Context: an optimization exercise on an open-source flow, tuned for small area and a short achievable clock period. The choices shown serve that exercise and are no tape-out recipe.
No functional check of the RTL was part of any run shown here.
No activity file was given, so power comes from the tool's default toggle rates.

==> flow/design.v (outline; a module is shown in full before it is edited, if it fits) <==
// module cmx_add: 16 lines
// module bfu_internal: 19 lines
// module cmx_mult: 104 lines
// module delay_buffer: 31 lines
// module rom_async: 16 lines
// module tw_rom: 18 lines
// module bfu_dif_top: 693 lines
module bfu_dif_top
  #(parameter  Q_POINT = 8,
    parameter  TW_ROM_DEPTH = 4,
    parameter ADDR_W = $clog2(TW_ROM_DEPTH),
    parameter TW_ROM_FILE = "tw_rom_p_8_st_1_q_8.mem")
   (
     input clk,
     input reset_n,
     input [31:0] a,
     input [31:0] b,
     input [ADDR_W-1:0] tw_addr,
     output [31:0] c_plus,
     output [31:0] c_minus
   );
  // ...
==> flow/tw_rom_p_8_st_1_q_8.mem <==
00000100
FF4B00B5
FF000000
FF4BFF4B
==> flow/flow/run.sh <==
#!/bin/bash
# Standard layout, with the ports buffered by buf_2 cells instead of the
# cell buffer_ports picks by default, and a clock tree with larger sink
# clusters and no dummy loads. Each ORFS step logs under orfs/logs/.
set -euo pipefail
bash standard.sh BUFFER_PORTS_ARGS="-buffer_cell sky130_fd_sc_hd__buf_2" \
  CTS_ARGS="-sink_clustering_enable -repair_clock_nets -dont_use_dummy_load -sink_clustering_size 30 -sink_clustering_max_diameter 80" \
  finish > standard.log 2>&1
==> flow/standard.sh <==
#!/bin/bash
# synth_recipe.tcl (not shown) runs the flow's synth.tcl, then flattens the netlist and writes it again
# the make line also repeats each setting of config.mk as NAME=value (left out here)
make -C /OpenROAD-flow-scripts/flow DESIGN_CONFIG=/design/flow/config.mk WORK_HOME=/design/flow/orfs CLKGATE_MAP_FILE= SYNTH_SCRIPT=/design/flow/synth_recipe.tcl "${@:-finish}"
==> flow/config.mk <==
export PLATFORM = sky130hd
export DESIGN_NAME = bfu_dif_top
export DESIGN_NICKNAME = bfu_dif_top
export VERILOG_FILES = /design/flow/design.v
export SDC_FILE = /design/flow/constraint.sdc
export NUM_CORES = 4
export LEC_CHECK = 0
export CAP_MARGIN = 20
export CORE_MARGIN = 2
export CORE_UTILIZATION = 40
export SETUP_SLACK_MARGIN = 4.0
export SLEW_MARGIN = 20
==> flow/constraint.sdc <==
create_clock -name core_clock -period 6.5 [get_ports {clk}]
set_input_delay 1.3000 -clock core_clock [delete_from_list [all_inputs] [get_ports {clk}]]
set_output_delay 1.3000 -clock core_clock [all_outputs]
set_load 0.01 [all_outputs]
==> summary.txt, run 1 <==
most common library cells after synthesis=463 x dfxtp_1, 141 x inv_1, 128 x ha_1; Vias=roughly 11000; syn_area_per_cell=between 10 and 15 um^2; Util after Layout=45.1%; WP data required=6.89 ns; Post-Layout Inst Area=20000 um^2; hold path endpoint=p5[21]$_DFF_P_; met2 usage=21.9%; Fill cells=4198; compound-cell area share of the yosys netlist=under 10%; most frequent cells in the layout=459 x dfxtp_1, 135 x inv_1, 129 x buf_2; GR Util All Layers=12.8%; width of the die=216 um; Yosys cell types=57; CTS tree=built; largest family of logic cells by synthesized area=adder cells; clk buf depth=3; clock slew at reported path FFs=0.10 ns; placed insts=about 2300; buffer share of cell area=3.45%; TritonRoute pass-1 iters=6; Final setup viols=0; top routing layer in use=met5; Clock power frac=between 15 and 20%; Slew HR=48.8%; r2r endpoint=cur2$_DFF_P_; die area=46700 um^2; Max-cap violations=0; DR vias/cell=4.52; NetSw=2990 uW; drc violations=0; outcome=complete, no violations; Final nets=approximately 2000; 1st-iter DRT viols=416; Signal buffers=135; Tcrit/Tclk final=36.8%; worst setup margin=between 4 and 5 ns
==> run 2: changes to the inputs <==
--- a/flow/design.v
+++ b/flow/design.v
@@ -510,23 +510,121 @@
     p3 <= p2;
     urh3 <= urH[9:0]; uih3 <= uiH[9:0];
     rt03 <= rlo_t0[11:8]; rt13 <= rlo_t1[11:4];
     it03 <= ilo_t0[11:8]; it13 <= ilo_t1[11:4];
     rqc3 <= rlo_c[4]; iqc3 <= ilo_c[4];
     k3 <= k2; nk3 <= nk2;
   end
   wire [11:0] rx2 = kmul(k3, urh3[3:0]), rx3 = kmul(k3, urh3[7:4]);
-  wire [8:0] rxa = {1'b0, rx2[7:0]} + {1'b0, {rx3[3:0], 4'd0}};
-  wire [7:0] rxv = rxa[7:0];
-  wire rxco = rxa[8];
+  wire [7:0] rxa_a = rx2[7:0];
+  wire [7:0] rxa_b = {rx3[3:0], 4'd0};
+  wire rxa_p0 = rxa_a[0] ^ rxa_b[0];
+  wire rxa_g0 = rxa_a[0] & rxa_b[0];
+  wire rxa_p1 = rxa_a[1] ^ rxa_b[1];
+  wire rxa_g1 = rxa_a[1] & rxa_b[1];
+  wire rxa_p2 = rxa_a[2] ^ rxa_b[2];
+  wire rxa_g2 = rxa_a[2] & rxa_b[2];
+  wire rxa_p3 = rxa_a[3] ^ rxa_b[3];
+  wire rxa_g3 = rxa_a[3] & rxa_b[3];
+  wire rxa_p4 = rxa_a[4] ^ rxa_b[4];
+  wire rxa_g4 = rxa_a[4] & rxa_b[4];
+  wire rxa_p5 = rxa_a[5] ^ rxa_b[5];
+  wire rxa_g5 = rxa_a[5] & rxa_b[5];
+  wire rxa_p6 = rxa_a[6] ^ rxa_b[6];
+  wire rxa_g6 = rxa_a[6] & rxa_b[6];
+  wire rxa_p7 = rxa_a[7] ^ rxa_b[7];
+  wire rxa_g7 = rxa_a[7] & rxa_b[7];
+  wire rxa_U0_1 = rxa_g1 | (rxa_p1 & rxa_g0);
+  wire rxa_V0_1 = rxa_p1 & rxa_p0;
+  wire rxa_U0_3 = rxa_g3 | (rxa_p3 & rxa_g2);
+  wire rxa_V0_3 = rxa_p3 & rxa_p2;
+  wire rxa_U0_5 = rxa_g5 | (rxa_p5 & rxa_g4);
+  wire rxa_V0_5 = rxa_p5 & rxa_p4;
+  wire rxa_U0_7 = rxa_g7 | (rxa_p7 & rxa_g6);
+  wire rxa_V0_7 = rxa_p7 & rxa_p6;
+  wire rxa_U1_3 = rxa_U0_3 | (rxa_V0_3 & rxa_U0_1);
+  wire rxa_V1_3 = rxa_V0_3 & rxa_V0_1;
+  wire rxa_U1_7 = rxa_U0_7 | (rxa_V0_7 & rxa_U0_5);
+  wire rxa_V1_7 = rxa_V0_7 & rxa_V0_5;
+  wire rxa_U2_7 = rxa_U1_7 | (rxa_V1_7 & rxa_U1_3);
+  wire rxa_V2_7 = rxa_V1_7 & rxa_V1_3;
+  wire rxa_D4_5 = rxa_U0_5 | (rxa_V0_5 & rxa_U1_3);
+  wire rxa_E4_5 = rxa_V0_5 & rxa_V1_3;
+  wire rxa_D5_2 = rxa_g2 | (rxa_p2 & rxa_U0_1);
+  wire rxa_E5_2 = rxa_p2 & rxa_V0_1;
+  wire rxa_D5_4 = rxa_g4 | (rxa_p4 & rxa_U1_3);
+  wire rxa_E5_4 = rxa_p4 & rxa_V1_3;
+  wire rxa_D5_6 = rxa_g6 | (rxa_p6 & rxa_D4_5);
+  wire rxa_E5_6 = rxa_p6 & rxa_E4_5;
+  wire rxa_s0 = rxa_p0;
+  wire rxa_s1 = rxa_p1 ^ rxa_g0;
+  wire rxa_s2 = rxa_p2 ^ rxa_U0_1;
+  wire rxa_s3 = rxa_p3 ^ rxa_D5_2;
+  wire rxa_s4 = rxa_p4 ^ rxa_U1_3;
+  wire rxa_s5 = rxa_p5 ^ rxa_D5_4;
+  wire rxa_s6 = rxa_p6 ^ rxa_D4_5;
+  wire rxa_s7 = rxa_p7 ^ rxa_D5_6;
+  wire [7:0] rxa = {rxa_s7, rxa_s6, rxa_s5, rxa_s4, rxa_s3, rxa_s2, rxa_s1, rxa_s0};
+  wire rxa_co = rxa_U2_7;
+  wire [7:0] rxv = rxa;
+  wire rxco = rxa_co;
   wire [11:0] ix2 = kmul(~nk3, uih3[3:0]), ix3 = kmul(~nk3, uih3[7:4]);
-  wire [8:0] ixa = {1'b0, ix2[7:0]} + {1'b0, {ix3[3:0], 4'd0}};
-  wire [7:0] ixv = ixa[7:0];
-  wire ixco = ixa[8];
+  wire [7:0] ixa_a = ix2[7:0];
+  wire [7:0] ixa_b = {ix3[3:0], 4'd0};
+  wire ixa_p0 = ixa_a[0] ^ ixa_b[0];
+  wire ixa_g0 = ixa_a[0] & ixa_b[0];
+  wire ixa_p1 = ixa_a[1] ^ ixa_b[1];
+  wire ixa_g1 = ixa_a[1] & ixa_b[1];
+  wire ixa_p2 = ixa_a[2] ^ ixa_b[2];
+  wire ixa_g2 = ixa_a[2] & ixa_b[2];
+  wire ixa_p3 = ixa_a[3] ^ ixa_b[3];
+  wire ixa_g3 = ixa_a[3] & ixa_b[3];
+  wire ixa_p4 = ixa_a[4] ^ ixa_b[4];
+  wire ixa_g4 = ixa_a[4] & ixa_b[4];
+  wire ixa_p5 = ixa_a[5] ^ ixa_b[5];
+  wire ixa_g5 = ixa_a[5] & ixa_b[5];
+  wire ixa_p6 = ixa_a[6] ^ ixa_b[6];
+  wire ixa_g6 = ixa_a[6] & ixa_b[6];
+  wire ixa_p7 = ixa_a[7] ^ ixa_b[7];
+  wire ixa_g7 = ixa_a[7] & ixa_b[7];
+  wire ixa_U0_1 = ixa_g1 | (ixa_p1 & ixa_g0);
+  wire ixa_V0_1 = ixa_p1 & ixa_p0;
+  wire ixa_U0_3 = ixa_g3 | (ixa_p3 & ixa_g2);
+  wire ixa_V0_3 = ixa_p3 & ixa_p2;
+  wire ixa_U0_5 = ixa_g5 | (ixa_p5 & ixa_g4);
+  wire ixa_V0_5 = ixa_p5 & ixa_p4;
+  wire ixa_U0_7 = ixa_g7 | (ixa_p7 & ixa_g6);
+  wire ixa_V0_7 = ixa_p7 & ixa_p6;
+  wire ixa_U1_3 = ixa_U0_3 | (ixa_V0_3 & ixa_U0_1);
+  wire ixa_V1_3 = ixa_V0_3 & ixa_V0_1;
+  wire ixa_U1_7 = ixa_U0_7 | (ixa_V0_7 & ixa_U0_5);
+  wire ixa_V1_7 = ixa_V0_7 & ixa_V0_5;
+  wire ixa_U2_7 = ixa_U1_7 | (ixa_V1_7 & ixa_U1_3);
+  wire ixa_V2_7 = ixa_V1_7 & ixa_V1_3;
+  wire ixa_D4_5 = ixa_U0_5 | (ixa_V0_5 & ixa_U1_3);
+  wire ixa_E4_5 = ixa_V0_5 & ixa_V1_3;
+  wire ixa_D5_2 = ixa_g2 | (ixa_p2 & ixa_U0_1);
+  wire ixa_E5_2 = ixa_p2 & ixa_V0_1;
+  wire ixa_D5_4 = ixa_g4 | (ixa_p4 & ixa_U1_3);
+  wire ixa_E5_4 = ixa_p4 & ixa_V1_3;
+  wire ixa_D5_6 = ixa_g6 | (ixa_p6 & ixa_D4_5);
+  wire ixa_E5_6 = ixa_p6 & ixa_E4_5;
+  wire ixa_s0 = ixa_p0;
+  wire ixa_s1 = ixa_p1 ^ ixa_g0;
+  wire ixa_s2 = ixa_p2 ^ ixa_U0_1;
+  wire ixa_s3 = ixa_p3 ^ ixa_D5_2;
+  wire ixa_s4 = ixa_p4 ^ ixa_U1_3;
+  wire ixa_s5 = ixa_p5 ^ ixa_D5_4;
+  wire ixa_s6 = ixa_p6 ^ ixa_D4_5;
+  wire ixa_s7 = ixa_p7 ^ ixa_D5_6;
+  wire [7:0] ixa = {ixa_s7, ixa_s6, ixa_s5, ixa_s4, ixa_s3, ixa_s2, ixa_s1, ixa_s0};
+  wire ixa_co = ixa_U2_7;
+  wire [7:0] ixv = ixa;
+  wire ixco = ixa_co;
   wire [7:0] rqa_a = rt13;
   wire [7:0] rqa_b = {4'd0, rt03};
   wire rqa_p0 = rqa_a[0] ^ rqa_b[0];
   wire rqa_g0 = (rqa_a[0] & rqa_b[0]) | (rqc3 & (rqa_a[0] ^ rqa_b[0]));
   wire rqa_p1 = rqa_a[1] ^ rqa_b[1];
   wire rqa_g1 = rqa_a[1] & rqa_b[1];
   wire rqa_p2 = rqa_a[2] ^ rqa_b[2];
   wire rqa_g2 = rqa_a[2] & rqa_b[2];
==> flow/flow/run.sh (replaced) <==
#!/bin/bash
# Standard layout, with the ports buffered by buf_2 cells instead of the
# cell buffer_ports picks by default, and a clock tree with larger sink
# clusters and no dummy loads. Each ORFS step logs under orfs/logs/.
set -euo pipefail
bash standard.sh BUFFER_PORTS_ARGS="-buffer_cell sky130_fd_sc_hd__buf_2" \
  CTS_ARGS="-sink_clustering_enable -repair_clock_nets -dont_use_dummy_load -sink_clustering_size 18 -sink_clustering_max_diameter 60 -buf_list sky130_fd_sc_hd__clkbuf_8" \
  finish > standard.log 2>&1
==> flow/config.mk (replaced) <==
export PLATFORM = sky130hd
export DESIGN_NAME = bfu_dif_top
export DESIGN_NICKNAME = bfu_dif_top
export VERILOG_FILES = /design/flow/design.v
export SDC_FILE = /design/flow/constraint.sdc
export NUM_CORES = 4
export LEC_CHECK = 0
export CAP_MARGIN = 20
export CORE_MARGIN = 2
export CORE_UTILIZATION = 40
export SETUP_SLACK_MARGIN = 4.1
export SLEW_MARGIN = 20
==> summary.txt, run 2 <==
Static Leak=0.00921 uW (was 0.00916 uW); TritonRoute pass-1 iters=5 (was 6); worst path cell trace=xnor2_1 > and2_1 > fa_2 > fa_2 > a21o_1 > a21o_1 > a21oi_2 > buf_4 > o21bai_1 > xor2_1 (was clkbuf_4 > inv_12 > ha_4 > nor2b_4 > o2111ai_1 > nand3_1 > o41a_1 > xor2_1); Synth Warn #=1 (unchanged); post-route setup TNS=0 ns (unchanged); highest clock rate=0.418 GHz (was 0.419 GHz); worst vdd ir=0.225 mV (was 0.222 mV); Crit-path slowest cell=fa_2 (was o41a_1); Final ANT Viol Nets=0 (unchanged); Seq/Total Area, Yosys=51.9% (was 51.5%); synthesized area=17900 um^2 (was 18000 um^2); Yosys cell types=58 (was 57); CTS tree=built (unchanged); # H-tree levels=2 (was 1); Pwr Density=439 nW/um^2 (was 446 nW/um^2); crit path DAT=2.93 ns (was 2.78 ns); clock slew at reported path FFs=0.10 ns (about the same); hold path start=p4[7]$_DFF_P_ (was p4[21]$_DFF_P_); syn_area_per_cell=10.8 um^2 (about the same); Port Buffer Count=130 (unchanged); CTS Hold Bufs=0 (unchanged); Slew HR=53.0% (was 48.8%); Tcrit/Tclk final=36.8% (about the same); most frequent cells in the layout=423 x dfxtp_1, 124 x inv_1, 115 x ha_1 (was 459 x dfxtp_1, 135 x inv_1, 129 x buf_2); final count of hold timing violations=0 (unchanged); measured slew at the worst slew-check pin=0.687 ns (was 0.749 ns); RSZ-0062 raised after global routing=yes (unchanged); Worst path top cell family by delay=adder cells (was compound AO/OA/AOI/OAI gates); hold path endpoint=p5[7]$_DFF_P_ (was p5[21]$_DFF_P_); antenna violations before repair=1 (was 2); chip height=215 um (was 216 um); P&R area growth vs syn=13.3% (was 11.2%); TritonCTS buffer count=41 (was 26); first-pass GRT wire length=51000 um (was 50100 um); Max-cap violations=0 (unchanged); most common library cells after synthesis=463 x dfxtp_1, 136 x inv_1, 126 x ha_1 (was 463 x dfxtp_1, 141 x inv_1, 128 x ha_1); Max FO, Critical Path=2 (was 3); clk root buf=clkbuf_8 (was clkbuf_16); WP data required=7.04 ns (was 6.89 ns); Final setup viols=0 (unchanged); leading register cell type out of synthesis=dfxtp_1 (unchanged); Crit Reg-Reg Startpoint=dih2[0]$_DFF_P_ (was r1_t3$_DFF_P_); WL/cell=12.6 um (was 12.4 um); drc violations=0 (unchanged); starting density of the core=40.5% (was 40.6%); vias in the first global route=10900 (was 10700); FF-to-FF setup slack=4.11 ns (was 4.14 ns); outcome=complete, no violations (unchanged); std cell rows=77 (unchanged); Yosys reg bits=463 (unchanged); Min-Delay Path Class=register to register (unchanged); GR Util All Layers=13.2% (was 12.8%); WP buf/inv=1 (was 2); CORE AREA=44100 um^2 (was 44300 um^2); clk buf depth=3 (unchanged); die area=46400 um^2 (was 46700 um^2); critical path type=register to register (was primary input to register); Max Slew Vio Count=0 (unchanged); Util after Layout=45.9% (was 45.1%); largest net degree at the start of global routing=22 (was 31); width of the die=215 um (was 216 um); clock sinks=463 (unchanged); Final HPWL DP=22600 um (about the same); Vias=10800 (was 10700); gr ovfl total=0 (unchanged); synth top area cells=dfxtp_1 52%, ha_1 8.8%, fa_1 7.6% (was dfxtp_1 52%, ha_1 8.9%, fa_1 7.3%); Clk Latency, worst-skew pair=0.62 ns (was 0.57 ns); routed wire length=29900 um (was 29400 um); Top Ports=132 (unchanged); Final nets=2048 (was 2044); most frequent cell after synthesis=dfxtp_1 (unchanged); reg2reg path depth=10 (unchanged); top-area cell type share of the netlist area=51.9% (was 51.5%); CP max stage delay=0.35 ns (was 0.39 ns); Gate Count Post-Synth=1648 (was 1670); global placement routability congestion=0.804 (was 0.782); CP Capture Type=register (unchanged); 1st-iter DRT viols=515 (was 416); share of cells above drive strength 1=17.0% (was 11.3%); DR vias/cell=4.54 (was 4.52); Worst setup SP type=register (was primary input); worst hold path cell count=0 (unchanged); Synth area leader=dfxtp_1 (unchanged); most common cell after layout, fill and taps aside=dfxtp_1 (unchanged); min Tclk post-route=2.39 ns (about the same); r2r endpoint=uih3[6]$_DFF_P_ (was cur2$_DFF_P_); Async SR Flop Fraction=0% (unchanged); syn_nets=1910 (was 1932); Post-synth EDFFs=0 (unchanged); Worst Skew=0.0632 ns (was 0.0556 ns)
-- run 2: changes by cell type after synthesis, sizes merged, moves of 4 or more --
cell / before / now
xnor2: 84 / 74
xor2: 55 / 64
nand2: 72 / 66
inv: 141 / 136
nor2b: 62 / 57
a21o: 30 / 34
o21bai: 14 / 18
or3: 6 / 2
-- run 2: kinds of logic after synthesis --
logic type      after synthesis  synth area share [%]
xor+xnor                    138                  6.76
simple gates                388                  11.0
buf+inv                     185                  4.04
compound gates              279                  9.83
mux                           1                0.0560
flops                       463                  51.9
fa+ha+maj                   194                  16.4
-- run 2: repair_timing --
| item | in CTS | in global routing |
|---|---|---|
| setup buffers | 5 | 9 |
| endpoints found under the setup margin | 51 | 58 |
| gates resized for setup | 52 | 54 |
| cloned | 0 | 0 |
| pin swaps | 4 | 24 |
-- run 2: how the worst max path moves through the flow --
stage	slack (ns)	cells after the start	endpoint	startpoint
6_report	4.11	10	uih3[6]$_DFF_P_	dih2[0]$_DFF_P_
3_3_place_gp	3.67	9	di1[6]$_DFF_P_	a[16]
4_1_cts	4.04	1	c_plus[8]	p6[8]$_DFF_P_
2_1_floorplan	3.97	8	di1[6]$_DFF_P_	a[16]
5_1_grt	4.02	9	cui2$_DFF_P_	i1_nt3$_DFF_P_
3_5_place_dp	3.65	9	di1[6]$_DFF_P_	a[16]
-- run 2: metal layers --
metal  up-vias  track usage [%]  share of wire [%]
met5         -                0              0.040
met4         2             4.51                2.8
met3        62             3.51                4.7
met2       168             22.0                 46
met1      4942             16.7                 46
li1       5615                -                  -
-- run 2: cell type report --
type / instances / area [um^2]
tap: 592 / 741
multi-input combinational: 1000 / 8170
clock buffer: 41 / 564
sequential: 463 / 9330
timing repair buffer: 144 / 893
fill: 4168 / 23900
antenna: 1 / 2.50
inverter: 136 / 548
-- run 2: per-stage QoR --
stage	std cells	worst slack, ns	hold slack (ns)	cell area (um^2)	power [uW]
final	2377	4.11	0.259	20300	8890
after CTS	2367	4.04	0.266	20000	8970
after detailed placement	2321	3.65	0.312	19300	7460
after global routing	2376	4.02	0.249	20300	9720
after global placement	2321	3.67	0.310	19300	7360
after floorplan	1648	3.97	0.310	18100	6600
-- run 2: report_power, final --
group	internal, uW	leakage [uW]	switching [uW]
logic	1490	0.00501	1520
registers	3810	0.00390	661
clock network	563	0.000295	839

==> re-timing with driven ports <==
In the flow no input, the clock included, has a driving cell. The finished layouts below were timed again as built, in two steps. Step 1, drivers: a clkbuf_16 drives clk and a buf_2 each remaining input, both assumed. Step 2 times the ports against the registers' clock, not the clock port: input delays grow and output delays shrink by t, the midpoint of the rising clock arrivals with the driver on. Slacks: ideal ports / drivers / drivers and shift; pairs: ideal ports / drivers.
| run | t (ns) | slack for setup (ns) | hold WS [ns] | slew at the worst register clock pin (ns) |
|---|---|---|---|---|
| run 1 | 0.599 | 4.111 / 4.060 / 3.541 | 0.277 / 0.277 / 0.277 | 0.10 / 0.10 |
| run 2 | 0.635 | 4.110 / 4.059 / 3.652 | 0.259 / 0.259 / 0.259 | 0.10 / 0.10 |
After both steps every run listed still meets setup and hold. The setup slack of run 1, which loses most, moves by -0.051 ns with the drivers and by -0.570 ns with both steps.
